Background: an optimization exercise with open tools, aiming at small area, a short achievable clock period and few clock cycles. Do not read the settings as production practice. The RTL was checked by simulation tests, not by an equivalence proof against the original design. Power and IR drop assume default switching activity.

==> flow/design.v <==
module cache(
    clk,
    proc_reset,
    proc_read,
    proc_write,
    proc_addr,
    proc_rdata,
    proc_wdata,
    proc_stall,
    mem_read,
    mem_write,
    mem_addr,
    mem_rdata,
    mem_wdata,
    mem_ready
);
    input          clk;
    input          proc_reset;
    input          proc_read, proc_write;
    input   [29:0] proc_addr;
    input   [31:0] proc_wdata;
    output         proc_stall;
    output  [31:0] proc_rdata;
    input  [127:0] mem_rdata;
    input          mem_ready;
    output         mem_read, mem_write;
    output  [27:0] mem_addr;
    output [127:0] mem_wdata;
    reg [127:0] data  [0:7];
    reg  [24:0] tag   [0:7];
    reg   [7:0] valid;
    reg   [7:0] dirty;
    reg         st_acc;      
    reg         st_hit;      
    reg         st_wb;       
    reg         st_rd;       
    reg         mem_read_q, mem_write_q;
    reg  [27:0] mem_addr_q;
    reg [127:0] blk_q;       
    reg   [3:0] hsel_q;      
    reg   [3:0] fsel_q;      
    integer b, w;
    wire  [2:0] idx  = proc_addr[4:2];
    wire [24:0] ptag = proc_addr[29:5];
    wire  [3:0] word = 4'd1 << proc_addr[1:0];
    wire  [7:0] blk  = 8'd1 << idx;
    wire        req  = proc_read | proc_write;
    wire [24:0] tag_idx = tag[idx];
    wire        vd      = |(blk & valid & dirty);
    reg   [7:0] match;
    always @(*)
        for (b = 0; b < 8; b = b + 1)
            match[b] = valid[b] & (tag[b] == ptag);
    wire        hit     = |(blk & match);
    wire        look    = st_acc & req;
    wire        fill    = st_rd & mem_ready;
    reg [127:0] sel_blk;
    always @(*) begin
        sel_blk = 128'd0;
        for (b = 0; b < 8; b = b + 1)
            sel_blk = sel_blk | (data[b] & {128{blk[b]}});
    end
    reg [31:0] rword;
    always @(*) begin
        rword = 32'd0;
        for (w = 0; w < 4; w = w + 1)
            rword = rword | (blk_q[32*w +: 32] & {32{hsel_q[w]}})
                          | (mem_rdata[32*w +: 32] & {32{fsel_q[w]}});
    end
    reg [127:0] wdata;
    reg   [3:0] wsel;
    always @(*) begin
        wsel = {4{proc_write}} & word;
        for (w = 0; w < 4; w = w + 1)
            wdata[32*w +: 32] = wsel[w] ? proc_wdata : mem_rdata[32*w +: 32];
    end
    assign proc_stall = ~(st_hit | fill);
    assign proc_rdata = rword;
    assign mem_read   = mem_read_q;
    assign mem_write  = mem_write_q;
    assign mem_addr   = mem_addr_q;
    assign mem_wdata  = blk_q;
    always @(posedge clk) begin
        blk_q      <= sel_blk;
        hsel_q     <= {4{look & hit}} & word;
        fsel_q     <= {4{~(look & hit)}} & word;
        mem_addr_q <= {(st_acc & vd) ? tag_idx : ptag, idx};
    end
    always @(posedge clk) begin
        if (proc_reset) begin
            st_acc      <= 1'b1;
            st_hit      <= 1'b0;
            st_wb       <= 1'b0;
            st_rd       <= 1'b0;
            mem_read_q  <= 1'b0;
            mem_write_q <= 1'b0;
        end else begin
            st_acc      <= (st_acc & ~req) | st_hit | fill;
            st_hit      <= look & hit;
            st_wb       <= (look & ~hit & vd) | (st_wb & ~mem_ready);
            st_rd       <= (look & ~hit & ~vd) | (st_wb & mem_ready) | (st_rd & ~mem_ready);
            mem_read_q  <= (look & ~hit & ~vd) | (st_wb & mem_ready);
            mem_write_q <= look & ~hit & vd;
        end
    end
    always @(posedge clk) begin
        for (b = 0; b < 8; b = b + 1) begin
            for (w = 0; w < 4; w = w + 1)
                if (blk[b] & (fill | (st_hit & wsel[w])))
                    data[b][32*w +: 32] <= wdata[32*w +: 32];
            if (blk[b] & fill)
                tag[b] <= ptag;
            if (blk[b] & (fill | (st_hit & proc_write)))
                dirty[b] <= proc_write;
        end
    end
    always @(posedge clk) begin
        if (proc_reset)
            valid <= 8'd0;
        else
            for (b = 0; b < 8; b = b + 1)
                if (blk[b] & fill)
                    valid[b] <= 1'b1;
    end
endmodule
clock: 5.0 ns
lec_check: 0
cap_margin: 20
core_margin: 2
core_utilization: 60
cts_cluster_diameter: 100
cts_cluster_size: 20
setup_slack_margin: 2.1
slew_margin: 20
standard.sh (not shown) runs the stock make flow with config.mk's settings and CLKGATE_MAP_FILE= SYNTH_SCRIPT=/design/flow/synth_recipe.tcl, a recipe that flattens the netlist after the stock synthesis.
==> flow/flow/run.sh <==
#!/bin/bash
# The standard layout (the standard.sh: unchanged synthesis and steps)
# with two changes to how it is placed:
#  - the input and output port buffers are the smallest buffer cell
#    (sky130_fd_sc_hd__buf_1) instead of clkdlybuf4s50_1; timing repair
#    still resizes any of them that limit timing;
#  - before pin placement, flow/pins.tcl groups the ports of each data bit
#    side by side on the die edge (see gen/make_pins.py).
# make's full output goes to standard.log; each ORFS step keeps its own log
# under orfs/logs/.
set -uo pipefail
here=$(pwd)
export BUFFER_PORTS_ARGS="-buffer_cell sky130_fd_sc_hd__buf_1"
export PRE_IO_PLACEMENT_TCL="$here/flow/pins.tcl"
bash standard.sh > standard.log 2>&1
Other scripts of this flow, unchanged in this note and not shown: flow/flow/pins.tcl
Testbench counts at the start, summed over its fixed seeds: cycles 154,099.
Change:
--- a/flow/config.mk
+++ b/flow/config.mk
@@ -10,5 +10,5 @@
 export CORE_UTILIZATION = 60
-export CTS_CLUSTER_DIAMETER = 100
-export CTS_CLUSTER_SIZE = 20
-export SETUP_SLACK_MARGIN = 2.1
+export CTS_CLUSTER_DIAMETER = 80
+export CTS_CLUSTER_SIZE = 25
+export SETUP_SLACK_MARGIN = 2.2
 export SLEW_MARGIN = 20
Synthesized area stays the same.
Wire length climbs by 1.7%.
Sequential power stays flat.
Total power fell by 2.0%.
Maximum frequency rose by 3.1%.
Synthesized cell count does not change.
Worst setup slack is better by 0.090 ns.
Via count barely changes.
Cell area is about the same.
Change:
--- a/flow/config.mk
+++ b/flow/config.mk
@@ -10,5 +10,5 @@
 export CORE_UTILIZATION = 60
-export CTS_CLUSTER_DIAMETER = 80
-export CTS_CLUSTER_SIZE = 25
-export SETUP_SLACK_MARGIN = 2.2
+export CTS_CLUSTER_DIAMETER = 100
+export CTS_CLUSTER_SIZE = 20
+export SETUP_SLACK_MARGIN = 1.6
 export SLEW_MARGIN = 20
The changed run passed the timing, DRC and antenna checks; die area is unchanged; synthesized cell count is unchanged; via count fell slightly; combinational power goes down by a few percent; worst setup slack loses 0.42 ns.
Change:
--- a/flow/config.mk
+++ b/flow/config.mk
@@ -9,6 +9,6 @@
 export CORE_MARGIN = 2
-export CORE_UTILIZATION = 60
+export CORE_UTILIZATION = 55
 export CTS_CLUSTER_DIAMETER = 100
 export CTS_CLUSTER_SIZE = 20
-export SETUP_SLACK_MARGIN = 1.6
+export SETUP_SLACK_MARGIN = 2.2
 export SLEW_MARGIN = 20
Cell area is higher by 1.3%.
Total power went up by 0.67%.
Cell count goes up by 2.9%.
Area after synthesis stays the same.
Sequential share of layout area went down by 0.88 points.
Via count is about the same.
Flip-flop and latch count is unchanged.
Worst setup slack improved by 0.44 ns.
Maximum frequency grows by 15%.
Utilization decreases by 4.8 points.
Change:
--- a/flow/config.mk
+++ b/flow/config.mk
@@ -9,6 +9,6 @@
 export CORE_MARGIN = 2
-export CORE_UTILIZATION = 55
+export CORE_UTILIZATION = 60
 export CTS_CLUSTER_DIAMETER = 100
 export CTS_CLUSTER_SIZE = 20
-export SETUP_SLACK_MARGIN = 2.2
+export SETUP_SLACK_MARGIN = 2.5
 export SLEW_MARGIN = 20
Result: The new run passed the timing, DRC and antenna checks. Critical path depth went up by 1. Sequential power is about the same. Clock skew goes up by 0.0073 ns. Via count rose by about 3%. Global-route usage went up by 5.1 points. Fmax came out lower by about 1.6%. Clock-buffer cell count decreases by 1. Worst setup slack gets worse by 0.046 ns.
Change:
--- a/flow/config.mk
+++ b/flow/config.mk
@@ -12,3 +12,3 @@
 export CTS_CLUSTER_SIZE = 20
-export SETUP_SLACK_MARGIN = 2.5
+export SETUP_SLACK_MARGIN = 2.2
 export SLEW_MARGIN = 20
Outcome: Non-clock buffer count shrinks by 70. Clock-buffer cell count is lower by 1. Wire length drops by a few percent. Critical path depth climbs by 1. Design area goes down by a few percent. Utilization came out lower by 2.2 points. Setup slack improved by 0.080 ns. Total power goes down slightly. Global-route usage drops by 1.9 points.

## re-timing with driven ports
In the flow no input, the clock included, has a driving cell. The finished layouts below were timed again as built, in two steps. Step 1: set_driving_cell puts a clkbuf_16 on clk and a buf_2 on each other input, an assumption about the parent block. Step 2 adds t to the input delays and takes it off the output delays; t is the mean of the earliest and latest rising clock arrival at the registers after step 1. Input paths then give back, and output paths get back, about the clock's delay inside the block. Three values: ideal ports, drivers, drivers and shift; two values: the first two.
run | t (ns) | setup WS [ns] | worst hold slack (ns) | clock arrival spread, ns | slew at the worst register clock pin (ns)
the first run | 0.730 | 2.058 / 1.983 / 1.422 | 0.476 / 0.476 / 0.476 | 0.031 / 0.031 | 0.09 / 0.09
the second run | 0.712 | 2.147 / 2.132 / 1.420 | 0.454 / 0.454 / 0.454 | 0.033 / 0.033 | 0.10 / 0.10
the third run | 0.730 | 1.728 / 1.653 / 1.192 | 0.460 / 0.460 / 0.460 | 0.023 / 0.023 | 0.09 / 0.09
the fourth run | 0.751 | 2.163 / 2.089 / 1.351 | 0.458 / 0.458 / 0.458 | 0.037 / 0.036 | 0.09 / 0.09
the fifth run | 0.739 | 2.117 / 2.050 / 1.682 | 0.447 / 0.447 / 0.447 | 0.045 / 0.044 | 0.09 / 0.09
the sixth run | 0.728 | 2.198 / 2.130 / 1.448 | 0.471 / 0.471 / 0.471 | 0.031 / 0.031 | 0.09 / 0.09
After both steps every run listed still meets setup and hold. For the fourth run, which loses most, drivers alone change the setup slack by -0.074 ns; drivers and shift together by -0.812 ns.
